Context: an optimization exercise on an open-source flow, tuned for small area, a short achievable clock period and few clock cycles. The choices shown serve that exercise and are no tape-out recipe.
The RTL was checked by simulation tests, not by an equivalence proof against the original design.

--- design/flow/flow/run.sh ---
#!/bin/bash
set -euo pipefail
bash standard.sh SETUP_SLACK_MARGIN=6.5 > standard.log 2>&1
--- design/flow/standard.sh ---
#!/bin/bash
# synth_recipe.tcl (not shown) runs the flow's synth.tcl, then flattens the netlist and writes it again
# the make line also repeats each setting of config.mk as NAME=value (left out here)
make -C /OpenROAD-flow-scripts/flow DESIGN_CONFIG=/design/flow/config.mk WORK_HOME=/design/flow/orfs CLKGATE_MAP_FILE= SYNTH_SCRIPT=/design/flow/synth_recipe.tcl "${@:-finish}"
--- design/flow/config.mk ---
export PLATFORM = sky130hd
export DESIGN_NAME = SHA256
export DESIGN_NICKNAME = SHA256
export VERILOG_FILES = /design/flow/design.v
export SDC_FILE = /design/flow/constraint.sdc
export NUM_CORES = 4
export LEC_CHECK = 0
export ABC_AREA = 1
export CAP_MARGIN = 20
export CORE_MARGIN = 2
export CORE_UTILIZATION = 40
export SLEW_MARGIN = 20
--- design/flow/constraint.sdc ---
create_clock -name core_clock -period 11.0 [get_ports {clk}]
set_input_delay 2.2000 -clock core_clock [delete_from_list [all_inputs] [get_ports {clk}]]
set_output_delay 2.2000 -clock core_clock [all_outputs]
set_load 0.01 [all_outputs]
--- design/flow/design.v ---
module add32_bk(a, b, s);
	input [31:0] a, b;
	output [31:0] s;
	wire [31:0] p0 = a ^ b;
	wire [31:0] g0 = a & b;
	wire g_b0_1 = g0[1] | (p0[1] & g0[0]);
	wire p_b0_1 = p0[1] & p0[0];
	wire g_b0_3 = g0[3] | (p0[3] & g0[2]);
	wire p_b0_3 = p0[3] & p0[2];
	wire g_b0_5 = g0[5] | (p0[5] & g0[4]);
	wire p_b0_5 = p0[5] & p0[4];
	wire g_b0_7 = g0[7] | (p0[7] & g0[6]);
	wire p_b0_7 = p0[7] & p0[6];
	wire g_b0_9 = g0[9] | (p0[9] & g0[8]);
	wire p_b0_9 = p0[9] & p0[8];
	wire g_b0_11 = g0[11] | (p0[11] & g0[10]);
	wire p_b0_11 = p0[11] & p0[10];
	wire g_b0_13 = g0[13] | (p0[13] & g0[12]);
	wire p_b0_13 = p0[13] & p0[12];
	wire g_b0_15 = g0[15] | (p0[15] & g0[14]);
	wire p_b0_15 = p0[15] & p0[14];
	wire g_b0_17 = g0[17] | (p0[17] & g0[16]);
	wire p_b0_17 = p0[17] & p0[16];
	wire g_b0_19 = g0[19] | (p0[19] & g0[18]);
	wire p_b0_19 = p0[19] & p0[18];
	wire g_b0_21 = g0[21] | (p0[21] & g0[20]);
	wire p_b0_21 = p0[21] & p0[20];
	wire g_b0_23 = g0[23] | (p0[23] & g0[22]);
	wire p_b0_23 = p0[23] & p0[22];
	wire g_b0_25 = g0[25] | (p0[25] & g0[24]);
	wire p_b0_25 = p0[25] & p0[24];
	wire g_b0_27 = g0[27] | (p0[27] & g0[26]);
	wire p_b0_27 = p0[27] & p0[26];
	wire g_b0_29 = g0[29] | (p0[29] & g0[28]);
	wire p_b0_29 = p0[29] & p0[28];
	wire g_b0_31 = g0[31] | (p0[31] & g0[30]);
	wire p_b0_31 = p0[31] & p0[30];
	wire g_b1_3 = g_b0_3 | (p_b0_3 & g_b0_1);
	wire p_b1_3 = p_b0_3 & p_b0_1;
	wire g_b1_7 = g_b0_7 | (p_b0_7 & g_b0_5);
	wire p_b1_7 = p_b0_7 & p_b0_5;
	wire g_b1_11 = g_b0_11 | (p_b0_11 & g_b0_9);
	wire p_b1_11 = p_b0_11 & p_b0_9;
	wire g_b1_15 = g_b0_15 | (p_b0_15 & g_b0_13);
	wire p_b1_15 = p_b0_15 & p_b0_13;
	wire g_b1_19 = g_b0_19 | (p_b0_19 & g_b0_17);
	wire p_b1_19 = p_b0_19 & p_b0_17;
	wire g_b1_23 = g_b0_23 | (p_b0_23 & g_b0_21);
	wire p_b1_23 = p_b0_23 & p_b0_21;
	wire g_b1_27 = g_b0_27 | (p_b0_27 & g_b0_25);
	wire p_b1_27 = p_b0_27 & p_b0_25;
	wire g_b1_31 = g_b0_31 | (p_b0_31 & g_b0_29);
	wire p_b1_31 = p_b0_31 & p_b0_29;
	wire g_b2_7 = g_b1_7 | (p_b1_7 & g_b1_3);
	wire p_b2_7 = p_b1_7 & p_b1_3;
	wire g_b2_15 = g_b1_15 | (p_b1_15 & g_b1_11);
	wire p_b2_15 = p_b1_15 & p_b1_11;
	wire g_b2_23 = g_b1_23 | (p_b1_23 & g_b1_19);
	wire p_b2_23 = p_b1_23 & p_b1_19;
	wire g_b2_31 = g_b1_31 | (p_b1_31 & g_b1_27);
	wire p_b2_31 = p_b1_31 & p_b1_27;
	wire g_b3_15 = g_b2_15 | (p_b2_15 & g_b2_7);
	wire p_b3_15 = p_b2_15 & p_b2_7;
	wire g_b3_31 = g_b2_31 | (p_b2_31 & g_b2_23);
	wire p_b3_31 = p_b2_31 & p_b2_23;
	wire g_b4_31 = g_b3_31 | (p_b3_31 & g_b3_15);
	wire p_b4_31 = p_b3_31 & p_b3_15;
	wire g_r6_23 = g_b2_23 | (p_b2_23 & g_b3_15);
	wire p_r6_23 = p_b2_23 & p_b3_15;
	wire g_r7_11 = g_b1_11 | (p_b1_11 & g_b2_7);
	wire p_r7_11 = p_b1_11 & p_b2_7;
	wire g_r7_19 = g_b1_19 | (p_b1_19 & g_b3_15);
	wire p_r7_19 = p_b1_19 & p_b3_15;
	wire g_r7_27 = g_b1_27 | (p_b1_27 & g_r6_23);
	wire p_r7_27 = p_b1_27 & p_r6_23;
	wire g_r8_5 = g_b0_5 | (p_b0_5 & g_b1_3);
	wire p_r8_5 = p_b0_5 & p_b1_3;
	wire g_r8_9 = g_b0_9 | (p_b0_9 & g_b2_7);
	wire p_r8_9 = p_b0_9 & p_b2_7;
	wire g_r8_13 = g_b0_13 | (p_b0_13 & g_r7_11);
	wire p_r8_13 = p_b0_13 & p_r7_11;
	wire g_r8_17 = g_b0_17 | (p_b0_17 & g_b3_15);
	wire p_r8_17 = p_b0_17 & p_b3_15;
	wire g_r8_21 = g_b0_21 | (p_b0_21 & g_r7_19);
	wire p_r8_21 = p_b0_21 & p_r7_19;
	wire g_r8_25 = g_b0_25 | (p_b0_25 & g_r6_23);
	wire p_r8_25 = p_b0_25 & p_r6_23;
	wire g_r8_29 = g_b0_29 | (p_b0_29 & g_r7_27);
	wire p_r8_29 = p_b0_29 & p_r7_27;
	wire g_r9_2 = g0[2] | (p0[2] & g_b0_1);
	wire p_r9_2 = p0[2] & p_b0_1;
	wire g_r9_4 = g0[4] | (p0[4] & g_b1_3);
	wire p_r9_4 = p0[4] & p_b1_3;
	wire g_r9_6 = g0[6] | (p0[6] & g_r8_5);
	wire p_r9_6 = p0[6] & p_r8_5;
	wire g_r9_8 = g0[8] | (p0[8] & g_b2_7);
	wire p_r9_8 = p0[8] & p_b2_7;
	wire g_r9_10 = g0[10] | (p0[10] & g_r8_9);
	wire p_r9_10 = p0[10] & p_r8_9;
	wire g_r9_12 = g0[12] | (p0[12] & g_r7_11);
	wire p_r9_12 = p0[12] & p_r7_11;
	wire g_r9_14 = g0[14] | (p0[14] & g_r8_13);
	wire p_r9_14 = p0[14] & p_r8_13;
	wire g_r9_16 = g0[16] | (p0[16] & g_b3_15);
	wire p_r9_16 = p0[16] & p_b3_15;
	wire g_r9_18 = g0[18] | (p0[18] & g_r8_17);
	wire p_r9_18 = p0[18] & p_r8_17;
	wire g_r9_20 = g0[20] | (p0[20] & g_r7_19);
	wire p_r9_20 = p0[20] & p_r7_19;
	wire g_r9_22 = g0[22] | (p0[22] & g_r8_21);
	wire p_r9_22 = p0[22] & p_r8_21;
	wire g_r9_24 = g0[24] | (p0[24] & g_r6_23);
	wire p_r9_24 = p0[24] & p_r6_23;
	wire g_r9_26 = g0[26] | (p0[26] & g_r8_25);
	wire p_r9_26 = p0[26] & p_r8_25;
	wire g_r9_28 = g0[28] | (p0[28] & g_r7_27);
	wire p_r9_28 = p0[28] & p_r7_27;
	wire g_r9_30 = g0[30] | (p0[30] & g_r8_29);
	wire p_r9_30 = p0[30] & p_r8_29;
	assign s = p0 ^ {g_r9_30, g_r8_29, g_r9_28, g_r7_27, g_r9_26, g_r8_25, g_r9_24, g_r6_23, g_r9_22, g_r8_21, g_r9_20, g_r7_19, g_r9_18, g_r8_17, g_r9_16, g_b3_15, g_r9_14, g_r8_13, g_r9_12, g_r7_11, g_r9_10, g_r8_9, g_r9_8, g_b2_7, g_r9_6, g_r8_5, g_r9_4, g_b1_3, g_r9_2, g_b0_1, g0[0], 1'b0};
endmodule
module add32_ks(a, b, s);
	input [31:0] a, b;
	output [31:0] s;
	wire [31:0] p0 = a ^ b;
	wire [31:0] g0 = a & b;
	wire g_k0_31 = g0[31] | (p0[31] & g0[30]);
	wire p_k0_31 = p0[31] & p0[30];
	wire g_k0_30 = g0[30] | (p0[30] & g0[29]);
	wire p_k0_30 = p0[30] & p0[29];
	wire g_k0_29 = g0[29] | (p0[29] & g0[28]);
	wire p_k0_29 = p0[29] & p0[28];
	wire g_k0_28 = g0[28] | (p0[28] & g0[27]);
	wire p_k0_28 = p0[28] & p0[27];
	wire g_k0_27 = g0[27] | (p0[27] & g0[26]);
	wire p_k0_27 = p0[27] & p0[26];
	wire g_k0_26 = g0[26] | (p0[26] & g0[25]);
	wire p_k0_26 = p0[26] & p0[25];
	wire g_k0_25 = g0[25] | (p0[25] & g0[24]);
	wire p_k0_25 = p0[25] & p0[24];
	wire g_k0_24 = g0[24] | (p0[24] & g0[23]);
	wire p_k0_24 = p0[24] & p0[23];
	wire g_k0_23 = g0[23] | (p0[23] & g0[22]);
	wire p_k0_23 = p0[23] & p0[22];
	wire g_k0_22 = g0[22] | (p0[22] & g0[21]);
	wire p_k0_22 = p0[22] & p0[21];
	wire g_k0_21 = g0[21] | (p0[21] & g0[20]);
	wire p_k0_21 = p0[21] & p0[20];
	wire g_k0_20 = g0[20] | (p0[20] & g0[19]);
	wire p_k0_20 = p0[20] & p0[19];
	wire g_k0_19 = g0[19] | (p0[19] & g0[18]);
	wire p_k0_19 = p0[19] & p0[18];
	wire g_k0_18 = g0[18] | (p0[18] & g0[17]);
	wire p_k0_18 = p0[18] & p0[17];
	wire g_k0_17 = g0[17] | (p0[17] & g0[16]);
	wire p_k0_17 = p0[17] & p0[16];
	wire g_k0_16 = g0[16] | (p0[16] & g0[15]);
	wire p_k0_16 = p0[16] & p0[15];
	wire g_k0_15 = g0[15] | (p0[15] & g0[14]);
	wire p_k0_15 = p0[15] & p0[14];
	wire g_k0_14 = g0[14] | (p0[14] & g0[13]);
	wire p_k0_14 = p0[14] & p0[13];
	wire g_k0_13 = g0[13] | (p0[13] & g0[12]);
	wire p_k0_13 = p0[13] & p0[12];
	wire g_k0_12 = g0[12] | (p0[12] & g0[11]);
	wire p_k0_12 = p0[12] & p0[11];
	wire g_k0_11 = g0[11] | (p0[11] & g0[10]);
	wire p_k0_11 = p0[11] & p0[10];
	wire g_k0_10 = g0[10] | (p0[10] & g0[9]);
	wire p_k0_10 = p0[10] & p0[9];
	wire g_k0_9 = g0[9] | (p0[9] & g0[8]);
	wire p_k0_9 = p0[9] & p0[8];
	wire g_k0_8 = g0[8] | (p0[8] & g0[7]);
	wire p_k0_8 = p0[8] & p0[7];
	wire g_k0_7 = g0[7] | (p0[7] & g0[6]);
	wire p_k0_7 = p0[7] & p0[6];
	wire g_k0_6 = g0[6] | (p0[6] & g0[5]);
	wire p_k0_6 = p0[6] & p0[5];
	wire g_k0_5 = g0[5] | (p0[5] & g0[4]);
	wire p_k0_5 = p0[5] & p0[4];
	wire g_k0_4 = g0[4] | (p0[4] & g0[3]);
	wire p_k0_4 = p0[4] & p0[3];
	wire g_k0_3 = g0[3] | (p0[3] & g0[2]);
	wire p_k0_3 = p0[3] & p0[2];
	wire g_k0_2 = g0[2] | (p0[2] & g0[1]);
	wire p_k0_2 = p0[2] & p0[1];
	wire g_k0_1 = g0[1] | (p0[1] & g0[0]);
	wire p_k0_1 = p0[1] & p0[0];
	wire g_k1_31 = g_k0_31 | (p_k0_31 & g_k0_29);
	wire p_k1_31 = p_k0_31 & p_k0_29;
	wire g_k1_30 = g_k0_30 | (p_k0_30 & g_k0_28);
	wire p_k1_30 = p_k0_30 & p_k0_28;
	wire g_k1_29 = g_k0_29 | (p_k0_29 & g_k0_27);
	wire p_k1_29 = p_k0_29 & p_k0_27;
	wire g_k1_28 = g_k0_28 | (p_k0_28 & g_k0_26);
	wire p_k1_28 = p_k0_28 & p_k0_26;
	wire g_k1_27 = g_k0_27 | (p_k0_27 & g_k0_25);
	wire p_k1_27 = p_k0_27 & p_k0_25;
	wire g_k1_26 = g_k0_26 | (p_k0_26 & g_k0_24);
	wire p_k1_26 = p_k0_26 & p_k0_24;
	wire g_k1_25 = g_k0_25 | (p_k0_25 & g_k0_23);
	wire p_k1_25 = p_k0_25 & p_k0_23;
	wire g_k1_24 = g_k0_24 | (p_k0_24 & g_k0_22);
	wire p_k1_24 = p_k0_24 & p_k0_22;
	wire g_k1_23 = g_k0_23 | (p_k0_23 & g_k0_21);
	wire p_k1_23 = p_k0_23 & p_k0_21;
	wire g_k1_22 = g_k0_22 | (p_k0_22 & g_k0_20);
	wire p_k1_22 = p_k0_22 & p_k0_20;
	wire g_k1_21 = g_k0_21 | (p_k0_21 & g_k0_19);
	wire p_k1_21 = p_k0_21 & p_k0_19;
	wire g_k1_20 = g_k0_20 | (p_k0_20 & g_k0_18);
	wire p_k1_20 = p_k0_20 & p_k0_18;
	wire g_k1_19 = g_k0_19 | (p_k0_19 & g_k0_17);
	wire p_k1_19 = p_k0_19 & p_k0_17;
	wire g_k1_18 = g_k0_18 | (p_k0_18 & g_k0_16);
	wire p_k1_18 = p_k0_18 & p_k0_16;
	wire g_k1_17 = g_k0_17 | (p_k0_17 & g_k0_15);
	wire p_k1_17 = p_k0_17 & p_k0_15;
	wire g_k1_16 = g_k0_16 | (p_k0_16 & g_k0_14);
	wire p_k1_16 = p_k0_16 & p_k0_14;
	wire g_k1_15 = g_k0_15 | (p_k0_15 & g_k0_13);
	wire p_k1_15 = p_k0_15 & p_k0_13;
	wire g_k1_14 = g_k0_14 | (p_k0_14 & g_k0_12);
	wire p_k1_14 = p_k0_14 & p_k0_12;
	wire g_k1_13 = g_k0_13 | (p_k0_13 & g_k0_11);
	wire p_k1_13 = p_k0_13 & p_k0_11;
	wire g_k1_12 = g_k0_12 | (p_k0_12 & g_k0_10);
	wire p_k1_12 = p_k0_12 & p_k0_10;
	wire g_k1_11 = g_k0_11 | (p_k0_11 & g_k0_9);
	wire p_k1_11 = p_k0_11 & p_k0_9;
	wire g_k1_10 = g_k0_10 | (p_k0_10 & g_k0_8);
	wire p_k1_10 = p_k0_10 & p_k0_8;
	wire g_k1_9 = g_k0_9 | (p_k0_9 & g_k0_7);
	wire p_k1_9 = p_k0_9 & p_k0_7;
	wire g_k1_8 = g_k0_8 | (p_k0_8 & g_k0_6);
	wire p_k1_8 = p_k0_8 & p_k0_6;
	wire g_k1_7 = g_k0_7 | (p_k0_7 & g_k0_5);
	wire p_k1_7 = p_k0_7 & p_k0_5;
	wire g_k1_6 = g_k0_6 | (p_k0_6 & g_k0_4);
	wire p_k1_6 = p_k0_6 & p_k0_4;
	wire g_k1_5 = g_k0_5 | (p_k0_5 & g_k0_3);
	wire p_k1_5 = p_k0_5 & p_k0_3;
	wire g_k1_4 = g_k0_4 | (p_k0_4 & g_k0_2);
	wire p_k1_4 = p_k0_4 & p_k0_2;
	wire g_k1_3 = g_k0_3 | (p_k0_3 & g_k0_1);
	wire p_k1_3 = p_k0_3 & p_k0_1;
	wire g_k1_2 = g_k0_2 | (p_k0_2 & g0[0]);
	wire p_k1_2 = p_k0_2 & p0[0];
	wire g_k2_31 = g_k1_31 | (p_k1_31 & g_k1_27);
	wire p_k2_31 = p_k1_31 & p_k1_27;
	wire g_k2_30 = g_k1_30 | (p_k1_30 & g_k1_26);
	wire p_k2_30 = p_k1_30 & p_k1_26;
	wire g_k2_29 = g_k1_29 | (p_k1_29 & g_k1_25);
	wire p_k2_29 = p_k1_29 & p_k1_25;
	wire g_k2_28 = g_k1_28 | (p_k1_28 & g_k1_24);
	wire p_k2_28 = p_k1_28 & p_k1_24;
	wire g_k2_27 = g_k1_27 | (p_k1_27 & g_k1_23);
	wire p_k2_27 = p_k1_27 & p_k1_23;
	wire g_k2_26 = g_k1_26 | (p_k1_26 & g_k1_22);
	wire p_k2_26 = p_k1_26 & p_k1_22;
	wire g_k2_25 = g_k1_25 | (p_k1_25 & g_k1_21);
	wire p_k2_25 = p_k1_25 & p_k1_21;
	wire g_k2_24 = g_k1_24 | (p_k1_24 & g_k1_20);
	wire p_k2_24 = p_k1_24 & p_k1_20;
	wire g_k2_23 = g_k1_23 | (p_k1_23 & g_k1_19);
	wire p_k2_23 = p_k1_23 & p_k1_19;
	wire g_k2_22 = g_k1_22 | (p_k1_22 & g_k1_18);
	wire p_k2_22 = p_k1_22 & p_k1_18;
	wire g_k2_21 = g_k1_21 | (p_k1_21 & g_k1_17);
	wire p_k2_21 = p_k1_21 & p_k1_17;
	wire g_k2_20 = g_k1_20 | (p_k1_20 & g_k1_16);
	wire p_k2_20 = p_k1_20 & p_k1_16;
	wire g_k2_19 = g_k1_19 | (p_k1_19 & g_k1_15);
	wire p_k2_19 = p_k1_19 & p_k1_15;
	wire g_k2_18 = g_k1_18 | (p_k1_18 & g_k1_14);
	wire p_k2_18 = p_k1_18 & p_k1_14;
	wire g_k2_17 = g_k1_17 | (p_k1_17 & g_k1_13);
	wire p_k2_17 = p_k1_17 & p_k1_13;
	wire g_k2_16 = g_k1_16 | (p_k1_16 & g_k1_12);
	wire p_k2_16 = p_k1_16 & p_k1_12;
	wire g_k2_15 = g_k1_15 | (p_k1_15 & g_k1_11);
	wire p_k2_15 = p_k1_15 & p_k1_11;
	wire g_k2_14 = g_k1_14 | (p_k1_14 & g_k1_10);
	wire p_k2_14 = p_k1_14 & p_k1_10;
	wire g_k2_13 = g_k1_13 | (p_k1_13 & g_k1_9);
	wire p_k2_13 = p_k1_13 & p_k1_9;
	wire g_k2_12 = g_k1_12 | (p_k1_12 & g_k1_8);
	wire p_k2_12 = p_k1_12 & p_k1_8;
	wire g_k2_11 = g_k1_11 | (p_k1_11 & g_k1_7);
	wire p_k2_11 = p_k1_11 & p_k1_7;
	wire g_k2_10 = g_k1_10 | (p_k1_10 & g_k1_6);
	wire p_k2_10 = p_k1_10 & p_k1_6;
	wire g_k2_9 = g_k1_9 | (p_k1_9 & g_k1_5);
	wire p_k2_9 = p_k1_9 & p_k1_5;
	wire g_k2_8 = g_k1_8 | (p_k1_8 & g_k1_4);
	wire p_k2_8 = p_k1_8 & p_k1_4;
	wire g_k2_7 = g_k1_7 | (p_k1_7 & g_k1_3);
	wire p_k2_7 = p_k1_7 & p_k1_3;
	wire g_k2_6 = g_k1_6 | (p_k1_6 & g_k1_2);
	wire p_k2_6 = p_k1_6 & p_k1_2;
	wire g_k2_5 = g_k1_5 | (p_k1_5 & g_k0_1);
	wire p_k2_5 = p_k1_5 & p_k0_1;
	wire g_k2_4 = g_k1_4 | (p_k1_4 & g0[0]);
	wire p_k2_4 = p_k1_4 & p0[0];
	wire g_k3_31 = g_k2_31 | (p_k2_31 & g_k2_23);
	wire p_k3_31 = p_k2_31 & p_k2_23;
	wire g_k3_30 = g_k2_30 | (p_k2_30 & g_k2_22);
	wire p_k3_30 = p_k2_30 & p_k2_22;
	wire g_k3_29 = g_k2_29 | (p_k2_29 & g_k2_21);
	wire p_k3_29 = p_k2_29 & p_k2_21;
	wire g_k3_28 = g_k2_28 | (p_k2_28 & g_k2_20);
	wire p_k3_28 = p_k2_28 & p_k2_20;
	wire g_k3_27 = g_k2_27 | (p_k2_27 & g_k2_19);
	wire p_k3_27 = p_k2_27 & p_k2_19;
	wire g_k3_26 = g_k2_26 | (p_k2_26 & g_k2_18);
	wire p_k3_26 = p_k2_26 & p_k2_18;
	wire g_k3_25 = g_k2_25 | (p_k2_25 & g_k2_17);
	wire p_k3_25 = p_k2_25 & p_k2_17;
	wire g_k3_24 = g_k2_24 | (p_k2_24 & g_k2_16);
	wire p_k3_24 = p_k2_24 & p_k2_16;
	wire g_k3_23 = g_k2_23 | (p_k2_23 & g_k2_15);
	wire p_k3_23 = p_k2_23 & p_k2_15;
	wire g_k3_22 = g_k2_22 | (p_k2_22 & g_k2_14);
	wire p_k3_22 = p_k2_22 & p_k2_14;
	wire g_k3_21 = g_k2_21 | (p_k2_21 & g_k2_13);
	wire p_k3_21 = p_k2_21 & p_k2_13;
	wire g_k3_20 = g_k2_20 | (p_k2_20 & g_k2_12);
	wire p_k3_20 = p_k2_20 & p_k2_12;
	wire g_k3_19 = g_k2_19 | (p_k2_19 & g_k2_11);
	wire p_k3_19 = p_k2_19 & p_k2_11;
	wire g_k3_18 = g_k2_18 | (p_k2_18 & g_k2_10);
	wire p_k3_18 = p_k2_18 & p_k2_10;
	wire g_k3_17 = g_k2_17 | (p_k2_17 & g_k2_9);
	wire p_k3_17 = p_k2_17 & p_k2_9;
	wire g_k3_16 = g_k2_16 | (p_k2_16 & g_k2_8);
	wire p_k3_16 = p_k2_16 & p_k2_8;
	wire g_k3_15 = g_k2_15 | (p_k2_15 & g_k2_7);
	wire p_k3_15 = p_k2_15 & p_k2_7;
	wire g_k3_14 = g_k2_14 | (p_k2_14 & g_k2_6);
	wire p_k3_14 = p_k2_14 & p_k2_6;
	wire g_k3_13 = g_k2_13 | (p_k2_13 & g_k2_5);
	wire p_k3_13 = p_k2_13 & p_k2_5;
	wire g_k3_12 = g_k2_12 | (p_k2_12 & g_k2_4);
	wire p_k3_12 = p_k2_12 & p_k2_4;
	wire g_k3_11 = g_k2_11 | (p_k2_11 & g_k1_3);
	wire p_k3_11 = p_k2_11 & p_k1_3;
	wire g_k3_10 = g_k2_10 | (p_k2_10 & g_k1_2);
	wire p_k3_10 = p_k2_10 & p_k1_2;
	wire g_k3_9 = g_k2_9 | (p_k2_9 & g_k0_1);
	wire p_k3_9 = p_k2_9 & p_k0_1;
	wire g_k3_8 = g_k2_8 | (p_k2_8 & g0[0]);
	wire p_k3_8 = p_k2_8 & p0[0];
	wire g_k4_31 = g_k3_31 | (p_k3_31 & g_k3_15);
	wire p_k4_31 = p_k3_31 & p_k3_15;
	wire g_k4_30 = g_k3_30 | (p_k3_30 & g_k3_14);
	wire p_k4_30 = p_k3_30 & p_k3_14;
	wire g_k4_29 = g_k3_29 | (p_k3_29 & g_k3_13);
	wire p_k4_29 = p_k3_29 & p_k3_13;
	wire g_k4_28 = g_k3_28 | (p_k3_28 & g_k3_12);
	wire p_k4_28 = p_k3_28 & p_k3_12;
	wire g_k4_27 = g_k3_27 | (p_k3_27 & g_k3_11);
	wire p_k4_27 = p_k3_27 & p_k3_11;
	wire g_k4_26 = g_k3_26 | (p_k3_26 & g_k3_10);
	wire p_k4_26 = p_k3_26 & p_k3_10;
	wire g_k4_25 = g_k3_25 | (p_k3_25 & g_k3_9);
	wire p_k4_25 = p_k3_25 & p_k3_9;
	wire g_k4_24 = g_k3_24 | (p_k3_24 & g_k3_8);
	wire p_k4_24 = p_k3_24 & p_k3_8;
	wire g_k4_23 = g_k3_23 | (p_k3_23 & g_k2_7);
	wire p_k4_23 = p_k3_23 & p_k2_7;
	wire g_k4_22 = g_k3_22 | (p_k3_22 & g_k2_6);
	wire p_k4_22 = p_k3_22 & p_k2_6;
	wire g_k4_21 = g_k3_21 | (p_k3_21 & g_k2_5);
	wire p_k4_21 = p_k3_21 & p_k2_5;
	wire g_k4_20 = g_k3_20 | (p_k3_20 & g_k2_4);
	wire p_k4_20 = p_k3_20 & p_k2_4;
	wire g_k4_19 = g_k3_19 | (p_k3_19 & g_k1_3);
	wire p_k4_19 = p_k3_19 & p_k1_3;
	wire g_k4_18 = g_k3_18 | (p_k3_18 & g_k1_2);
	wire p_k4_18 = p_k3_18 & p_k1_2;
	wire g_k4_17 = g_k3_17 | (p_k3_17 & g_k0_1);
	wire p_k4_17 = p_k3_17 & p_k0_1;
	wire g_k4_16 = g_k3_16 | (p_k3_16 & g0[0]);
	wire p_k4_16 = p_k3_16 & p0[0];
	assign s = p0 ^ {g_k4_30, g_k4_29, g_k4_28, g_k4_27, g_k4_26, g_k4_25, g_k4_24, g_k4_23, g_k4_22, g_k4_21, g_k4_20, g_k4_19, g_k4_18, g_k4_17, g_k4_16, g_k3_15, g_k3_14, g_k3_13, g_k3_12, g_k3_11, g_k3_10, g_k3_9, g_k3_8, g_k2_7, g_k2_6, g_k2_5, g_k2_4, g_k1_3, g_k1_2, g_k0_1, g0[0], 1'b0};
endmodule
module ror(out, in);
	parameter N = 1;
	input  [31:0] in;
	output [31:0] out;
	assign out = {in[N-1:0], in[31:N]};
endmodule
module lsigma(out, in);
	parameter SHIFT_BITS  	= 1;
	parameter ROTATE_BITS_0 = 1;
	parameter ROTATE_BITS_1 = 1;
	input  [31:0] in;
	output [31:0] out;
	wire [31:0] net [2:0];	 
	assign net[0] = in >> SHIFT_BITS;
	ror #(ROTATE_BITS_0) u1(net[1], in);
	ror #(ROTATE_BITS_1) u2(net[2], in);
	assign out = net[0] ^ net[1] ^ net[2];
endmodule
module usigma(out, in);
	parameter ROTATE_BITS_0 = 1;
	parameter ROTATE_BITS_1 = 1;
	parameter ROTATE_BITS_2 = 1;
	input  [31:0] in;
	output [31:0] out;
	wire [31:0] net [2:0];	 
	ror #(ROTATE_BITS_0) u0(net[0], in);
	ror #(ROTATE_BITS_1) u1(net[1], in);
	ror #(ROTATE_BITS_2) u2(net[2], in);
	assign out = net[0] ^ net[1] ^ net[2];
endmodule
module choice(out, a, b, c);
	input  [31:0] a, b, c;
	output [31:0] out;
	assign out = (a & b) | (~a & c);
endmodule
module majority(out, a, b, c);
	input  [31:0] a, b, c;
	output [31:0] out;
	assign out = (a & b) | (a & c) | (b & c);
endmodule
module constants(out, addr);
	input  [5:0]  addr;
	output [31:0] out;
	reg [31:0] cnst;
	always @* begin
		case(addr)
			00 : cnst = 32'h 428a2f98;
			01 : cnst = 32'h 71374491;
			02 : cnst = 32'h b5c0fbcf;
			03 : cnst = 32'h e9b5dba5;
			04 : cnst = 32'h 3956c25b;
			05 : cnst = 32'h 59f111f1;
			06 : cnst = 32'h 923f82a4;
			07 : cnst = 32'h ab1c5ed5;
			08 : cnst = 32'h d807aa98;
			09 : cnst = 32'h 12835b01;
			10 : cnst = 32'h 243185be;
			11 : cnst = 32'h 550c7dc3;
			12 : cnst = 32'h 72be5d74;
			13 : cnst = 32'h 80deb1fe;
			14 : cnst = 32'h 9bdc06a7;
			15 : cnst = 32'h c19bf174;
			16 : cnst = 32'h e49b69c1;
			17 : cnst = 32'h efbe4786;
			18 : cnst = 32'h 0fc19dc6;
			19 : cnst = 32'h 240ca1cc;
			20 : cnst = 32'h 2de92c6f;
			21 : cnst = 32'h 4a7484aa;
			22 : cnst = 32'h 5cb0a9dc;
			23 : cnst = 32'h 76f988da;
			24 : cnst = 32'h 983e5152;
			25 : cnst = 32'h a831c66d;
			26 : cnst = 32'h b00327c8;
			27 : cnst = 32'h bf597fc7;
			28 : cnst = 32'h c6e00bf3;
			29 : cnst = 32'h d5a79147;
			30 : cnst = 32'h 06ca6351;
			31 : cnst = 32'h 14292967;
			32 : cnst = 32'h 27b70a85;
			33 : cnst = 32'h 2e1b2138;
			34 : cnst = 32'h 4d2c6dfc;
			35 : cnst = 32'h 53380d13;
			36 : cnst = 32'h 650a7354;
			37 : cnst = 32'h 766a0abb;
			38 : cnst = 32'h 81c2c92e;
			39 : cnst = 32'h 92722c85;
			40 : cnst = 32'h a2bfe8a1;
			41 : cnst = 32'h a81a664b;
			42 : cnst = 32'h c24b8b70;
			43 : cnst = 32'h c76c51a3;
			44 : cnst = 32'h d192e819;
			45 : cnst = 32'h d6990624;
			46 : cnst = 32'h f40e3585;
			47 : cnst = 32'h 106aa070;
			48 : cnst = 32'h 19a4c116;
			49 : cnst = 32'h 1e376c08;
			50 : cnst = 32'h 2748774c;
			51 : cnst = 32'h 34b0bcb5;
			52 : cnst = 32'h 391c0cb3;
			53 : cnst = 32'h 4ed8aa4a;
			54 : cnst = 32'h 5b9cca4f;
			55 : cnst = 32'h 682e6ff3;
			56 : cnst = 32'h 748f82ee;
			57 : cnst = 32'h 78a5636f;
			58 : cnst = 32'h 84c87814;
			59 : cnst = 32'h 8cc70208;
			60 : cnst = 32'h 90befffa;
			61 : cnst = 32'h a4506ceb;
			62 : cnst = 32'h bef9a3f7;
			63 : cnst = 32'h c67178f2;
		endcase
	end
	assign out = cnst;
endmodule
module counter(addr, eoc, clk, soc_n, rd);
	input  clk, soc_n, rd;
	output eoc;
	output [5:0] addr;
	reg  Q0, Q1, Q2, Q3, Q4, Q5, Q6;
	wire dQ0, dQ1, dQ2, dQ3, dQ4, dQ5, dQ6;
	wire wQ0, wQ1, wQ2, wQ3, wQ4, wQ5, wQ6, eoc_n;
	always @(posedge clk) begin
		Q0 <= dQ0;
		Q1 <= dQ1;
		Q2 <= dQ2;
		Q3 <= dQ3;
		Q4 <= dQ4;
		Q5 <= dQ5;
		Q6 <= dQ6;
	end
	assign eoc_n = ~Q6;
	assign wQ0 = eoc_n | rd; 
	assign dQ0 = (wQ0 ^ Q0) & soc_n;
	assign wQ1 = wQ0 & Q0;
	assign dQ1 = (wQ1 ^ Q1) & soc_n;
	assign wQ2 = wQ1 & Q1;
	assign dQ2 = (wQ2 ^ Q2) & soc_n;
	assign wQ3 = wQ2 & Q2 & eoc_n;
	assign dQ3 = (wQ3 ^ Q3) & soc_n;
	assign wQ4 = wQ3 & Q3;
	assign dQ4 = (wQ4 ^ Q4) & soc_n;
	assign wQ5 = wQ4 & Q4;
	assign dQ5 = (wQ5 ^ Q5) & soc_n;
	assign wQ6 = wQ5 & Q5;
	assign dQ6 = (wQ6 ^ Q6) & soc_n;
	assign eoc  = Q6;
	assign addr = {Q5, Q4, Q3, Q2, Q1, Q0};
endmodule
module wvar(H_out, X_out, in, H0, clk, rst_n, soc, eoc);
	input  clk, rst_n, soc, eoc;
	input  [31:0] in, H0;
	output [31:0] H_out, X_out;
	reg  [31:0] A, A0;
	wire [31:0] dA, dA0, add_out;
	always @(posedge clk) begin
		A  <= dA;
		A0 <= dA0;
	end
	add2 u0(add_out, A, A0);
	assign dA0 = (~rst_n) ? H0 : (soc) ? add_out : A0;
	assign dA  = (~rst_n) ? 32'd 0 : (soc) ? add_out : (eoc) ? A : in;
	assign X_out = A;
	assign H_out = add_out;
endmodule
module expansion(out, in, clk, sel);
	input  clk, sel;
	input  [31:0] in;
	output [31:0] out;
	reg  [31:0] mem [0:15];
	wire [31:0] a00, a01, a09, a14;
	wire [31:0] mux_out, add_out, lsigma0_out, lsigma1_out;
	always @(posedge clk) begin
		mem[0]  <=  mem[1]; 
		mem[1]  <=  mem[2]; 
		mem[2]  <=  mem[3];
		mem[3]  <=  mem[4];
		mem[4]  <=  mem[5];
		mem[5]  <=  mem[6];
		mem[6]  <=  mem[7];
		mem[7]  <=  mem[8];
		mem[8]  <=  mem[9];
		mem[9]  <=  mem[10];
		mem[10] <=  mem[11];
		mem[11] <=  mem[12];
		mem[12] <=  mem[13];
		mem[13] <=  mem[14];
		mem[14] <=  mem[15];
		mem[15] <=  mux_out;
	end
	assign a00 = mem[0];
	assign a01 = mem[1];
	assign a09 = mem[9];
	assign a14 = mem[14];
	lsigma #(3,  7,  18) u0(lsigma0_out, a01);
	lsigma #(10, 17, 19) u1(lsigma1_out, a14);
	assign add_out = a00 + lsigma0_out + a09 + lsigma1_out;
	assign mux_out = (sel) ? add_out : in;
	assign out = mux_out;
endmodule
module compression(hash, msg, k, clk, rst_n, soc, eoc);
	localparam Ha_0 = 32'h6a09e667;
	localparam Hb_0 = 32'hbb67ae85;
	localparam Hc_0 = 32'h3c6ef372;
	localparam Hd_0 = 32'ha54ff53a;
	localparam He_0 = 32'h510e527f;
	localparam Hf_0 = 32'h9b05688c;
	localparam Hg_0 = 32'h1f83d9ab;
	localparam Hh_0 = 32'h5be0cd19;
	input  clk, rst_n, soc, eoc;
	input  [31:0]  msg, k;
	output [255:0] hash;
	wire [31:0] A, B, C, D, E, F, G, H;
	wire [31:0] Ha, Hb, Hc, Hd, He, Hf, Hg, Hh;
	wire [31:0] addMsg, addE, addA;
	wire [31:0] us0, us1, maj, ch;
	wvar 	 uA(Ha, A, addA, Ha_0, clk, rst_n, soc, eoc);
	wvar 	 uB(Hb, B,    A, Hb_0, clk, rst_n, soc, eoc);
	wvar 	 uC(Hc, C,    B, Hc_0, clk, rst_n, soc, eoc);
	wvar 	 uD(Hd, D,    C, Hd_0, clk, rst_n, soc, eoc);
	wvar 	 uE(He, E, addE, He_0, clk, rst_n, soc, eoc);
	wvar 	 uF(Hf, F,    E, Hf_0, clk, rst_n, soc, eoc);
	wvar 	 uG(Hg, G,    F, Hg_0, clk, rst_n, soc, eoc);
	wvar 	 uH(Hh, H,    G, Hh_0, clk, rst_n, soc, eoc);
	usigma #(6, 11, 25)  u0(us1, E);
	choice	 u1(ch, E, F, G);
	assign addMsg = msg + k + us1 + ch + H;
	assign addE = addMsg + D;
	usigma #(2, 13, 22)	 u4(us0, A);
	majority u5(maj, A, B, C);
	assign addA = us0 + maj + addMsg;	
	assign hash = {Ha, Hb, Hc, Hd, He, Hf, Hg, Hh};
endmodule
module SHA256(idata, odata, eoc, clk, rst, soc, rd, hash);
	input  clk, rst, soc, rd;
	input  [31:0] idata;
	output [31:0] odata;
	output eoc;
	output [255:0] hash;
	localparam [255:0] IV = {32'h6a09e667, 32'hbb67ae85, 32'h3c6ef372, 32'ha54ff53a,
	                         32'h510e527f, 32'h9b05688c, 32'h1f83d9ab, 32'h5be0cd19};
	reg        rst_r;
	reg  [6:0] cnt;
	reg  [2:0] ptr;                               
	reg        eoc_r;
	wire sat    = cnt[6] & cnt[1];                
	wire rnd    = (|cnt) & (~cnt[6] | (cnt[5:0] == 6'd0));  
	wire last   = cnt[6] & (cnt[5:0] == 6'd0);    
	wire fin    = cnt[6] & (cnt[5:0] == 6'd1);    
	wire ff     = (cnt == 7'd62) | (cnt == 7'd63);  
	wire load   = (cnt[6:3] == 4'd0) & (cnt[2:0] != 3'd0) & (cnt[2:0] <= 3'd4);  
	wire wsel   = |cnt[6:4];                       
	assign eoc = eoc_r;
	always @(posedge clk) begin
		rst_r <= rst;
		if (soc)
			cnt <= 7'd0;
		else if (!sat)
			cnt <= cnt + 7'd1;
		eoc_r <= ~soc & (sat | fin);
		if (soc)
			ptr <= 3'd1;
		else if (rd & eoc_r)
			ptr <= ptr + 3'd1;
	end
	reg  [31:0] w [0:15];
	wire [31:0] w1 = w[1], w14 = w[14];
	wire [31:0] ls0 = {w1[6:0], w1[31:7]} ^ {w1[17:0], w1[31:18]} ^ (w1 >> 3);
	wire [31:0] ls1 = {w14[16:0], w14[31:17]} ^ {w14[18:0], w14[31:19]} ^ (w14 >> 10);
	wire [31:0] x1s = w[0] ^ ls0 ^ w[9];
	wire [31:0] x1c = {(w[0][30:0] & ls0[30:0]) | (w[0][30:0] & w[9][30:0]) | (ls0[30:0] & w[9][30:0]), 1'b0};
	wire [31:0] x2s = x1s ^ x1c ^ ls1;
	wire [31:0] x2c = {(x1s[30:0] & x1c[30:0]) | (x1s[30:0] & ls1[30:0]) | (x1c[30:0] & ls1[30:0]), 1'b0};
	wire [31:0] wexp;
	add32_bk uwx(x2s, x2c, wexp);
	integer i;
	always @(posedge clk) begin
		for (i = 0; i < 15; i = i + 1)
			w[i] <= w[i+1];
		w[15] <= wsel ? wexp : idata;
	end
	reg [31:0] k;
	always @* begin
		case (cnt[5:0])             
			   6'd0: k = 32'hc67178f2;     6'd1: k = 32'h428a2f98;     6'd2: k = 32'h71374491;     6'd3: k = 32'hb5c0fbcf;
			   6'd4: k = 32'he9b5dba5;     6'd5: k = 32'h3956c25b;     6'd6: k = 32'h59f111f1;     6'd7: k = 32'h923f82a4;
			   6'd8: k = 32'hab1c5ed5;     6'd9: k = 32'hd807aa98;    6'd10: k = 32'h12835b01;    6'd11: k = 32'h243185be;
			  6'd12: k = 32'h550c7dc3;    6'd13: k = 32'h72be5d74;    6'd14: k = 32'h80deb1fe;    6'd15: k = 32'h9bdc06a7;
			  6'd16: k = 32'hc19bf174;    6'd17: k = 32'he49b69c1;    6'd18: k = 32'hefbe4786;    6'd19: k = 32'h0fc19dc6;
			  6'd20: k = 32'h240ca1cc;    6'd21: k = 32'h2de92c6f;    6'd22: k = 32'h4a7484aa;    6'd23: k = 32'h5cb0a9dc;
			  6'd24: k = 32'h76f988da;    6'd25: k = 32'h983e5152;    6'd26: k = 32'ha831c66d;    6'd27: k = 32'hb00327c8;
			  6'd28: k = 32'hbf597fc7;    6'd29: k = 32'hc6e00bf3;    6'd30: k = 32'hd5a79147;    6'd31: k = 32'h06ca6351;
			  6'd32: k = 32'h14292967;    6'd33: k = 32'h27b70a85;    6'd34: k = 32'h2e1b2138;    6'd35: k = 32'h4d2c6dfc;
			  6'd36: k = 32'h53380d13;    6'd37: k = 32'h650a7354;    6'd38: k = 32'h766a0abb;    6'd39: k = 32'h81c2c92e;
			  6'd40: k = 32'h92722c85;    6'd41: k = 32'ha2bfe8a1;    6'd42: k = 32'ha81a664b;    6'd43: k = 32'hc24b8b70;
			  6'd44: k = 32'hc76c51a3;    6'd45: k = 32'hd192e819;    6'd46: k = 32'hd6990624;    6'd47: k = 32'hf40e3585;
			  6'd48: k = 32'h106aa070;    6'd49: k = 32'h19a4c116;    6'd50: k = 32'h1e376c08;    6'd51: k = 32'h2748774c;
			  6'd52: k = 32'h34b0bcb5;    6'd53: k = 32'h391c0cb3;    6'd54: k = 32'h4ed8aa4a;    6'd55: k = 32'h5b9cca4f;
			  6'd56: k = 32'h682e6ff3;    6'd57: k = 32'h748f82ee;    6'd58: k = 32'h78a5636f;    6'd59: k = 32'h84c87814;
			  6'd60: k = 32'h8cc70208;    6'd61: k = 32'h90befffa;    6'd62: k = 32'ha4506ceb;  default: k = 32'hbef9a3f7;
		endcase
	end
	reg  [31:0] A, B, C, D, E, F, G, H;
	reg  [31:0] X0, X1, X2, X3, Y0, Y1, Y2, Y3;
	wire [31:0] xs;
	add32_bk uxs(X3, A, xs);
	wire [31:0] ys;
	add32_bk uys(Y3, E, ys);
	always @(posedge clk) begin
		X0 <= X1;
		X1 <= X2;
		X2 <= ff ? xs : X3;
		X3 <= load ? D : X0;
		Y0 <= Y1;
		Y1 <= Y2;
		Y2 <= ff ? ys : Y3;
		Y3 <= load ? H : Y0;
	end
	wire [31:0] wt  = w[15];
	wire [31:0] S1  = {E[5:0], E[31:6]} ^ {E[10:0], E[31:11]} ^ {E[24:0], E[31:25]};
	wire [31:0] S0  = {A[1:0], A[31:2]} ^ {A[12:0], A[31:13]} ^ {A[21:0], A[31:22]};
	wire [31:0] ch  = (E & F) | (~E & G);
	wire [31:0] mj  = (A & B) | (A & C) | (B & C);
	wire [31:0] t0s = H ^ k ^ wt;
	wire [31:0] t0c = {(H[30:0] & k[30:0]) | (H[30:0] & wt[30:0]) | (k[30:0] & wt[30:0]), 1'b0};
	wire [31:0] a1s = t0s ^ t0c ^ ch;
	wire [31:0] a1c = {(t0s[30:0] & t0c[30:0]) | (t0s[30:0] & ch[30:0]) | (t0c[30:0] & ch[30:0]), 1'b0};
	wire [31:0] a2s = mj ^ S1 ^ S0;
	wire [31:0] a2c = {(mj[30:0] & S1[30:0]) | (mj[30:0] & S0[30:0]) | (S1[30:0] & S0[30:0]), 1'b0};
	wire [31:0] a3s = a1s ^ a1c ^ a2s;
	wire [31:0] a3c = {(a1s[30:0] & a1c[30:0]) | (a1s[30:0] & a2s[30:0]) | (a1c[30:0] & a2s[30:0]), 1'b0};
	wire [31:0] a4s = a3s ^ a3c ^ a2c;
	wire [31:0] a4c = {(a3s[30:0] & a3c[30:0]) | (a3s[30:0] & a2c[30:0]) | (a3c[30:0] & a2c[30:0]), 1'b0};
	wire [31:0] an; add32_ks uan(a4s, a4c, an);
	wire [31:0] e1s = D ^ ch ^ S1;
	wire [31:0] e1c = {(D[30:0] & ch[30:0]) | (D[30:0] & S1[30:0]) | (ch[30:0] & S1[30:0]), 1'b0};
	wire [31:0] e2s = t0s ^ t0c ^ e1s;
	wire [31:0] e2c = {(t0s[30:0] & t0c[30:0]) | (t0s[30:0] & e1s[30:0]) | (t0c[30:0] & e1s[30:0]), 1'b0};
	wire [31:0] e3s = e2s ^ e2c ^ e1c;
	wire [31:0] e3c = {(e2s[30:0] & e2c[30:0]) | (e2s[30:0] & e1c[30:0]) | (e2c[30:0] & e1c[30:0]), 1'b0};
	wire [31:0] en; add32_ks uen(e3s, e3c, en);
	always @(posedge clk) begin
		if (rst_r) begin
			{A, B, C, D, E, F, G, H} <= IV;
		end else if (rnd) begin
			A <= an;
			B <= last ? xs : A;
			C <= last ? X2 : B;
			D <= last ? X1 : C;
			E <= en;
			F <= last ? ys : E;
			G <= last ? Y2 : F;
			H <= last ? Y1 : G;
		end else if (fin) begin
			A <= xs;
			E <= ys;
		end
	end
	assign hash = {A, B, C, D, E, F, G, H};
	reg [31:0] mux_out, odata_r;
	always @* begin
		case (ptr)
			3'd0: mux_out = A;
			3'd1: mux_out = B;
			3'd2: mux_out = C;
			3'd3: mux_out = D;
			3'd4: mux_out = E;
			3'd5: mux_out = F;
			3'd6: mux_out = G;
			default: mux_out = H;
		endcase
	end
	always @(posedge clk) begin
		if (fin)
			odata_r <= xs;
		else if (rd & eoc_r)
			odata_r <= mux_out;
	end
	assign odata = odata_r;
endmodule
==> results of run 1 <==
cells by family (layout without fill, tap and decap cells):
family	Yosys count	after routing	share of synthesized area, %
simple gates	1558	1559	12.31
buf+inv	1199	1628	8.837
flops	1100	1100	42.28
compound gates	1217	1217	13.78
mux	1	1	0.02131
other cells	0	6	0
xor+xnor	314	314	5.205
fa+ha+maj	530	530	17.57
flip-flops by register name (all words and copies together) (netlist names), 7 cells and up:
name and count:
X2 32, k 32, Y3 32, X0 32, C 32, F 32
odata_r 32, Y2 32, Y0 32, E 32, A 32, X1 32
w 512, cnt 7, X3 32, Y1 32, D 32, H 32
G 32, B 32
cells in the mapped netlist, types with 32 or more instances:
cell	n	area, µm²
a221oi_1	89	779.5
dfxtp_1	1068	21380
nand2_1	913	3427
edfxtp_1	32	960.9
xnor2_1	146	1279
fa_1	353	7067
clkbuf_1	166	623.1
o21ai_0	463	2317
o211ai_1	50	375.4
o221ai_1	87	762.0
ha_1	177	2215
xor2_1	168	1471
o21ai_1	33	165.2
inv_1	909	3412
buf_2	76	380.4
nand3_1	205	1026
o22ai_1	52	325.3
a21oi_1	321	1607
nand4_1	56	350.3
nor2_1	300	1126
critical path, cell delays in order, from the launching register on:
cell	delay, ns
dfxtp_2	0.43
fa_1	0.57
inv_1	0.09
fa_1	0.50
inv_1	0.08
fa_1	0.49
inv_1	0.05
fa_1	0.53
inv_1	0.11
ha_2	0.42
nand2_1	0.16
nor2_2	0.16
inv_1	0.10
nor4_2	0.28
nand2_2	0.10
nand3_1	0.08
nand2_1	0.09
nand3_4	0.16
a21oi_2	0.08
timing repair:
| action | in CTS | in global routing |
|---|---|---|
| setup buffers | 43 | 53 |
| gates resized for setup | 387 | 323 |
| endpoints found under the setup margin | 89 | 63 |
| gates cloned | 1 | 0 |
| pin swaps | 30 | 49 |
per-layer routing:
layer	wire [µm]	up-vias
met1	101300	22533
met5	81	-
met2	100700	2795
met4	14010	8
met3	28950	605
li1	-	19831
worst max-delay path by stage:
stage                       start            endpoint  slack (ns)  cells after the start
2_1_floorplan  E[27]$_SDFFE_PP0P_  A[26]$_SDFFE_PP0P_        6.54                     22
3_3_place_gp    A[1]$_SDFFE_PP1P_  A[26]$_SDFFE_PP0P_        4.87                     23
3_5_place_dp    A[1]$_SDFFE_PP1P_  A[26]$_SDFFE_PP0P_        4.94                     23
4_1_cts        A[25]$_SDFFE_PP1P_  A[26]$_SDFFE_PP0P_        6.35                     18
5_1_grt        H[25]$_SDFFE_PP1P_  A[26]$_SDFFE_PP0P_        6.29                     18
6_report       H[25]$_SDFFE_PP1P_  A[26]$_SDFFE_PP0P_        6.36                     18
through the flow:
stage	std cells	worst slack, ns	util (%)	hold slack, ns
finish	8110	6.357	49.55	0.2618
global route	8108	6.289	49.55	0.2747
CTS	8051	6.349	48.29	0.2612
detailed placement	7796	4.938	43.96	0.3121
global placement	7796	4.873	43.96	0.3095
floorplan	5919	6.535	-	0.3096
cell type report:
type / count / area (µm²)
Clock buffer: 159 / 3223
Fill cell: 12383 / 66240
Multi-Input combinational cell: 3621 / 28060
Tap cell: 1755 / 2196
Antenna cell: 6 / 15.01
Inverter: 927 / 3518
Timing Repair Buffer: 490 / 4657
Sequential cell: 1100 / 22600
Clock inverter: 52 / 792.0
==> results.ini, run 1 <==
[outcome]
status = finished clean

[yosys]
synth-seq-cells = 1100
synth-seq-area-share_pct = 42.28
postSynthAreaPerCell_um2 = 8.927
synth_area_um2 = 52840
synth_warnings = 2
synthCells = 5919
async_reset_ff_share_pct = 0
netlist-cell-type-count = 59
yosys_most_used_dff = dfxtp_1
synth_nets = 6485
synth_edf_count = 32

[clocking]
clock_latency_ns = 0.80
cts_tree = built
cts_buffer_depth = 3
cts_sinks = 1100
cts_max_level = 3
clock-root-buffer = clkbuf_16
cts_buffers = 115
path_clk_slew_ns = 0.07
hold_buffers = 0

[grt]
met1_usage_pct = 48.19
grt_pass1_vias = 43719
antenna_found_initial = 13
grt_max_degree = 136
grt_pass1_wl_um = 336100
grt_use_met3_pct = 10.75
grt.overflow.total = 0
globalRoute.busiestLayer = met2
met2_usage_pct = 50.35
grt_usage_pct = 35.24

[timing]
rsz0062_at_grt = true
slew_headroom_pct = 26.38
worst_pin_slew_ns = 1.104
drv_slew = 0
fin_skew_ns = 0.08094
setup_violations = 0
min_period_over_period_pct = 42.21
hold_viol = 0
fmax_mhz = 215.4
finalSetupTns_ns = 0
period_minus_slack_ns = 4.643

[hold_path]
min-delay-start = w[11][8]$_DFF_P_
holdPathStages = 0
holdPathEnd = w[10][8]$_DFF_P_
hp-class = reg2reg

[placement]
numPortBuffers = 324
hpwlAfterDp_um = 186100
gp_congestion = 1.022
placed_area_um2 = 57720

[floorplanning]
rows = 133
die_w_um = 367.5
die-height_um = 367.5
die_area_um2 = 135000
core_region_area_um2 = 131300
pin_count = 325
start_util_pct = 40.24

[critical_path]
path_max_fanout = 5
criticalPathCategory = reg2reg
reg2reg_from = H[25]$_SDFFE_PP1P_
required_ns = 11.62
arrival_ns = 5.26
cp-end-kind = register
regToRegEndpoint = A[26]$_SDFFE_PP0P_
r2r_setup_slack_ns = 6.36
rr_worst_depth = 18
critPathLaunchType = register

[route]
drt_first_pass_iters = 6
ant_nets = 0
viasPerCell = 5.644
routed_wl_um = 245100
drc = 0
wl_per_cell_um = 30.23
vias = 45772
detailedRoute.firstIterationViolations = 5702

[final_layout]
final_area_um2 = 65060
final_cell_mix = 965 x dfxtp_1, 888 x inv_1, 866 x nand2_1
final_net_count = 6821
drive_above_1_share_pct = 14.08
syn2layout_area_growth_pct = 23.13
layout_commonest_cell = dfxtp_1

[run]
drv_cap = 0

Testbench counts, summed over its fixed seeds: cycles 19,902.
==> inputs of run 2 (changes only) <==
==> design/flow/run.sh (new file) <==
#!/bin/bash
# synth_recipe.tcl (not shown) runs the flow's synth.tcl, then flattens the netlist and writes it again
# the make line also repeats each setting of config.mk as NAME=value (left out here)
make -C /OpenROAD-flow-scripts/flow DESIGN_CONFIG=/design/flow/config.mk WORK_HOME=/design/flow/orfs CLKGATE_MAP_FILE= SYNTH_SCRIPT=/design/flow/synth_recipe.tcl finish
removed: design/flow/flow/run.sh
removed: design/flow/standard.sh
==> run 2 against run 1 <==
Net effect:
- still clean on timing, DRC and antenna
- setup slack worse by 1.8 ns
- count of clock-buffer cells in the layout unchanged
- wire length down 1.8%
- register-to-register slack worse by 1.8 ns
- global-route usage down 0.37 points
- utilization down 2.5 points
- critical path depth up 5
- sequential share of layout area up 1.4 points
- synthesized cell count unchanged
- critical path type unchanged
- final cell count down 1.2%
==> results.ini, run 2 <==
[yosys]
synth-seq-area-share_pct = 42.28
synth_top_area_share_pct = 40.46
synthCells = 5919
netlist-cell-type-count = 59
yosysTopAreaCell = dfxtp_1
synth_warnings = 2
synth_area_leaders = dfxtp_1 40%, fa_1 13%, nand2_1 6.5%, inv_1 6.5%, o21ai_0 4.4%
synth_edf_count = 32
synth_area_um2 = 52840
async_reset_ff_share_pct = 0
synth_most_common_cell = dfxtp_1
synth-seq-cells = 1100
synth_nets = 6485
yosys_most_used_dff = dfxtp_1
postSynthAreaPerCell_um2 = 8.927
synth_common_cells = 1068 x dfxtp_1, 913 x nand2_1, 909 x inv_1, 463 x o21ai_0, 353 x fa_1

[final_layout]
syn2layout_area_growth_pct = 16.87
fillCellCount = 12689
final_cell_mix = 1067 x dfxtp_1, 910 x nand2_1, 906 x inv_1
top_register = w
drive_above_1_share_pct = 5.294
final_area_um2 = 61750
seqCellArea_um2 = 22350
multi_input_area_um2 = 25910
layout_commonest_cell = dfxtp_1
largest_reg_flops = 512
final_net_count = 6724

[critical_path]
criticalPathCategory = reg2reg
r2r_setup_slack_ns = 4.60
required_ns = 11.70
critPathCapture = A[26]$_SDFFE_PP0P_
critPathLaunchType = register
rr_worst_depth = 23
regToRegEndpoint = A[26]$_SDFFE_PP0P_
reg2reg_from = A[1]$_SDFFE_PP1P_
cp-end-kind = register
arrival_ns = 7.10
cp-startpoint = A[1]$_SDFFE_PP1P_
path_max_fanout = 7

[run]
drv_cap = 0

[floorplanning]
rows = 133
die-height_um = 367.5
core_region_area_um2 = 131300
die_w_um = 367.5
pin_count = 325
die_area_um2 = 135000
start_util_pct = 40.24

[timing]
hold_slack_ns = 0.2624
worst_pin_slew_ns = 1.087
min_period_over_period_pct = 58.17
fmax_mhz = 156.3
period_minus_slack_ns = 6.399
rsz0062_at_grt = false
setup_violations = 0
finalSetupTns_ns = 0
fin_skew_ns = 0.07758
fin_ws_ns = 4.601
drv_slew = 0
hold_viol = 0
slew_headroom_pct = 26.74

[clocking]
cts_buffers = 115
cts_max_level = 3
clock-root-buffer = clkbuf_16
hold_buffers = 0
cts_sinks = 1100
cts_buffer_depth = 3
cts_tree = built
postCtsResizedCells = 0
path_clk_slew_ns = 0.07
postCtsSetupRepairBufs = 0
clock_latency_ns = 0.79

[placement]
numPortBuffers = 324
pre_cts_ws_ns = 4.938
gp_congestion = 1.022
placed_area_um2 = 57720
hpwlAfterDp_um = 186100

[grt]
grt.overflow.total = 0
grt_pass1_wl_um = 332700
met1_usage_pct = 47.91
grt_max_degree = 136
grt_use_met3_pct = 10.27
grt_pass1_vias = 43087
grt_usage_pct = 34.86
met2_usage_pct = 49.68
globalRoute.busiestLayer = met2
antenna_found_initial = 16

[route]
vias = 45112
viasPerCell = 5.629
routed_wl_um = 240700
detailedRoute.firstIterationViolations = 5906
drc = 0
drt_first_pass_iters = 8
wl_per_cell_um = 30.03
ant_nets = 0

[outcome]
status = finished clean

[hold_path]
hp-class = reg2reg

==> run 2: worst min path at each step <==
stage | slack, ns | start | depth (start not counted) | endpoint
after global placement | 0.31 | w[8][26]$_DFF_P_ | 0 | w[7][26]$_DFF_P_
after detailed placement | 0.31 | w[11][18]$_DFF_P_ | 0 | w[10][18]$_DFF_P_
after global routing | 0.27 | Y2[17]$_DFF_P_ | 0 | Y1[17]$_DFF_P_
final | 0.26 | w[11][8]$_DFF_P_ | 0 | w[10][8]$_DFF_P_
after floorplan | 0.31 | w[11][0]$_DFF_P_ | 0 | w[10][0]$_DFF_P_
after CTS | 0.26 | w[11][1]$_DFF_P_ | 0 | w[10][1]$_DFF_P_
==> run 2: cells by family after synthesis <==
logic type | synth area share [%]
AO/OA/AOI/OAI | 13.78
XOR/XNOR | 5.205
buffers and inverters | 8.837
flip-flops | 42.28
multiplexers | 0.02131
adder cells (fa/ha/maj) | 17.57
AND/OR/NAND/NOR | 12.31
==> run 2: final cells by class <==
| class | instances | share of cell area [%] |
|---|---|---|
| diodes | 7 | 0.02837 |
| clock buffers | 159 | 5.219 |
| clock inverters | 52 | 1.283 |
| inverters | 927 | 5.649 |
| multi-input cells | 3620 | 41.96 |
| flip-flops and latches | 1100 | 36.18 |
| well taps | 1755 | 3.556 |
| repair buffers | 394 | 6.123 |
==> run 2: metrics by stage <==
step / util, % / cells
after floorplan: - / 5919
after detailed placement: 43.96 / 7796
final: 47.03 / 8014
after CTS: 47.02 / 8007
after global placement: 43.96 / 7796
after global routing: 47.03 / 8011
==> run 2: metal layers <==
| metal | share of wire (%) | up-vias |
|---|---|---|
| li1 | - | 19638 |
| met1 | 42 | 22172 |
| met2 | 41 | 2744 |
| met3 | 12 | 548 |
| met4 | 5.7 | 10 |
| met5 | 0.033 | - |
==> run 2: worst max-delay path: stages, from the launching register on <==
cell and delay, ns:
dfxtp_1 0.64, inv_1 0.23, o21ai_0 0.18, o21ai_0 0.29, fa_1 0.60, inv_1 0.06
fa_1 0.54, inv_1 0.06, fa_1 0.40, inv_1 0.09, ha_1 0.39, inv_1 0.21
fa_1 0.50, inv_1 0.19, nand3_1 0.09, nand2_1 0.20, nand2_1 0.08, nand2_1 0.13
inv_1 0.06, o21ai_0 0.45, nand2_1 0.19, nand4_1 0.12, nand3_1 0.33, a21oi_1 0.26

==> port drivers added, routing unchanged <==
The results above use ideal ports. As a check the final layouts listed here were re-extracted and re-timed, cells and wires unchanged. Step 1 assumes that a clkbuf_16 drives the clock port and a buf_2 every other input. Step 2, shift: input delay + t, output delay - t, t = (earliest + latest rising clock arrival at the registers) / 2. This alone moves slack from input paths to output paths. Three values: no drivers, after step 1, after step 2; two values: the first two.
run	shift t [ns]	slack for setup (ns)	hold slack, ns	worst setup path after step 2	pins driven straight from the clock port
run 1	0.844	6.357 / 6.357 / 6.070	0.262 / 0.262 / 0.262	input to register	1
run 2	0.843	4.601 / 4.601 / 4.601	0.262 / 0.262 / 0.262	register to register	1
After both steps every run listed still meets setup and hold. For run 1, which loses most, drivers alone change the setup slack by 0.000 ns; drivers and shift together by -0.287 ns.
